Source: an optimization exercise on an open RTL-to-GDS flow (aim: small area, a short achievable clock period and few clock cycles per item). Production flows keep margins and buffers that such runs may drop. The RTL was checked by simulation tests, not by an equivalence proof against the original design. Power figures rest on the tool's default switching activity, not on a simulated workload.

## build 70
// MD5_custom_SIMD_instruction
module MD5_custom_SIMD_instruction (clk, reset,
	in_v, rd, vrd1, vrd2,
		in_data, in_vdata1, in_vdata2,
	out_v, out_rd, out_vrd1, out_vrd2,
		out_data, out_vdata1, out_vdata2);
For scale: roughly 5200 cells after synthesis, ~710 flip-flops, ~1100 I/O pins, roughly 39000 µm² of cells after synthesis.
clock: 12.0 ns
lec_check: 0
abc_area: 1
cap_margin: 5
core_area: 5 5 375 375
cts_cluster_diameter: 80
cts_cluster_size: 28
die_area: 0 0 380 380
slew_margin: 5
tns_end_percent: 0
standard.sh (not shown) runs the stock make flow with config.mk's settings and CLKGATE_MAP_FILE= SYNTH_SCRIPT=/design/flow/synth_recipe.tcl, a recipe that flattens the netlist after the stock synthesis.
==> flow/flow/run.sh <==
#!/bin/bash
# ORFS layout (the standard.sh) with: the full-adder and half-adder cells kept out of
# synthesis and layout (the platform's don't-use list plus fa/ha), a tighter setup-repair
# target, free resizing, and minimum-size port buffers.
set -euo pipefail
DU="sky130_fd_sc_hd__probe_p_8 sky130_fd_sc_hd__probec_p_8 sky130_fd_sc_hd__lpflow_bleeder_1 sky130_fd_sc_hd__lpflow_clkbufkapwr_1 sky130_fd_sc_hd__lpflow_clkbufkapwr_16 sky130_fd_sc_hd__lpflow_clkbufkapwr_2 sky130_fd_sc_hd__lpflow_clkbufkapwr_4 sky130_fd_sc_hd__lpflow_clkbufkapwr_8 sky130_fd_sc_hd__lpflow_clkinvkapwr_1 sky130_fd_sc_hd__lpflow_clkinvkapwr_16 sky130_fd_sc_hd__lpflow_clkinvkapwr_2 sky130_fd_sc_hd__lpflow_clkinvkapwr_4 sky130_fd_sc_hd__lpflow_clkinvkapwr_8 sky130_fd_sc_hd__lpflow_decapkapwr_12 sky130_fd_sc_hd__lpflow_decapkapwr_3 sky130_fd_sc_hd__lpflow_decapkapwr_4 sky130_fd_sc_hd__lpflow_decapkapwr_6 sky130_fd_sc_hd__lpflow_decapkapwr_8 sky130_fd_sc_hd__lpflow_inputiso0n_1 sky130_fd_sc_hd__lpflow_inputiso0p_1 sky130_fd_sc_hd__lpflow_inputiso1n_1 sky130_fd_sc_hd__lpflow_inputiso1p_1 sky130_fd_sc_hd__lpflow_inputisolatch_1 sky130_fd_sc_hd__lpflow_isobufsrc_1 sky130_fd_sc_hd__lpflow_isobufsrc_16 sky130_fd_sc_hd__lpflow_isobufsrc_2 sky130_fd_sc_hd__lpflow_isobufsrc_4 sky130_fd_sc_hd__lpflow_isobufsrc_8 sky130_fd_sc_hd__lpflow_isobufsrckapwr_16 sky130_fd_sc_hd__lpflow_lsbuf_lh_hl_isowell_tap_1 sky130_fd_sc_hd__lpflow_lsbuf_lh_hl_isowell_tap_2 sky130_fd_sc_hd__lpflow_lsbuf_lh_hl_isowell_tap_4 sky130_fd_sc_hd__lpflow_lsbuf_lh_isowell_4 sky130_fd_sc_hd__lpflow_lsbuf_lh_isowell_tap_1 sky130_fd_sc_hd__lpflow_lsbuf_lh_isowell_tap_2 sky130_fd_sc_hd__lpflow_lsbuf_lh_isowell_tap_4 sky130_fd_sc_hd__fa_1 sky130_fd_sc_hd__fa_2 sky130_fd_sc_hd__fa_4 sky130_fd_sc_hd__ha_1 sky130_fd_sc_hd__ha_2 sky130_fd_sc_hd__ha_4"
bash standard.sh "DONT_USE_CELLS=$DU" SETUP_SLACK_MARGIN=9 MATCH_CELL_FOOTPRINT=0 SKIP_REPAIR_TIE_FANOUT=1 "BUFFER_PORTS_ARGS=-buffer_cell sky130_fd_sc_hd__buf_1" finish > standard.log 2>&1
Testbench counts of build 70, summed over its fixed seeds: cycles 105,600, hashes 1,600.
For build 78, these inputs were changed with respect to build 70:
- a change of CTS_CLUSTER_SIZE from 28 to 22
- a change of SLEW_MARGIN from 5 to 20
- a change of CAP_MARGIN from 5 to 20
Delta (build 78 minus build 70): sequential cell area now sits at about the same level; vias after detailed routing went up by 286; cell area has increased. Per the final summary, build 78 finished and its layout is clean on timing, DRC and antenna. Clock-pin slew on the worst setup and hold paths of build 78 is on par with build 70.
What build 23 does differently from build 78 at the input level:
- swapping 22 for 28 in CTS_CLUSTER_SIZE
==> comparison <==
- Side by side, first-iteration detailed-routing DRC count turned out lower in build 23 than in build 78.
- Compared to build 78, build 23 has fraction of final layout cells sized beyond drive strength 1 2.2 points lower.
- NOTE: actual transition at the worst max-transition pin in build 23 falls short of that of build 78
- Clock group share of total power, build 23 and build 78, higher one = build 23.
- Delta (build 23 minus build 78): cell area shrank by about 1.8%, global router's overall resource usage held steady, required time reported for the critical path endpoint held steady, count of cell instances traversed by the critical path shrank by 1, core utilization shrank by 0.61 points.
- first$_DFF_P_ as the origin of the worst setup path was reported by build 78, and fs[0]$_SDFF_PN0_ by build 23.
- Diff build 78 -> build 23 | total number of vias | down slightly
- The run showing the greater final worst-path cycle share is build 23.
Input changes introduced in build 59 (baseline for comparison: build 23):
- a change of TNS_END_PERCENT from 0 to 2
- a deleted CTS_CLUSTER_SIZE that had been 28
- a deleted CTS_CLUSTER_DIAMETER that had been 80
Results
| setup slack | lower: build 23 |
Delta (build 59 minus build 23): number of inverters outside the clock class in the layout fell 2, total power draw rose 10%, routed wire length rose about 1.7%.
Build 23 -> build 59: number of buffers added by the clock tree synthesis step increased by more than half
Build 59 ends up with a clock-cell share of area that is 1.9 points higher than in build 23.
Input-level comparison between build 96 and build 59:
- changing TNS_END_PERCENT from 2 to 0
### Flow results
Of build 96 and build 59, the run reporting the lower setup slack was build 59. Build 59 ended up with dfxtp_4 as its cell with the largest stage delay on the worst path; build 96 ended up with xnor2_1. Compared to build 59, build 96 has synthesis-to-layout area growth 3.5 points lower. The standard cells in build 96 occupy less silicon area than those in build 59 do. Lower hold slack goes to build 96 over build 59. In build 96 relative to build 59, critical path depth had gone down by more than 10%. Build 96 ended with less via-per-instance ratio than build 59. Per the comparison of build 96 with build 59, proportion of power drawn by the clock network moved up; final cell count moved down; proportion of cell area occupied by registers moved up. Transition at the pin with the smallest max-transition slack delta for build 96 relative to build 59: 0.073 ns lower.

## re-timing with driven ports
Ports are ideal in the flow. The routed layouts listed here were re-timed in OpenROAD. Step 1 assumes that a clkbuf_16 drives the clock port and a buf_2 every other input. Step 2 also shifts input and output timing later by t, the mid clock arrival at the registers, as if the neighbouring blocks saw the same clock. a / b / c = ideal ports / drivers / drivers and shift; a / b = the first two.
| run | shift t [ns] | slack for setup (ns) | worst register clock-pin slew, ns |
|---|---|---|---|
| build 70 | 0.744 | 7.711 / 7.711 / 7.711 | 0.11 / 0.11 |
| build 78 | 0.758 | 7.740 / 7.740 / 7.740 | 0.09 / 0.09 |
| build 23 | 0.744 | 7.711 / 7.711 / 7.711 | 0.11 / 0.11 |
| build 59 | 0.766 | 7.796 / 7.796 / 7.796 | 0.07 / 0.07 |
| build 96 | 0.766 | 7.811 / 7.811 / 7.811 | 0.07 / 0.07 |
After both steps every run listed still meets setup and hold.
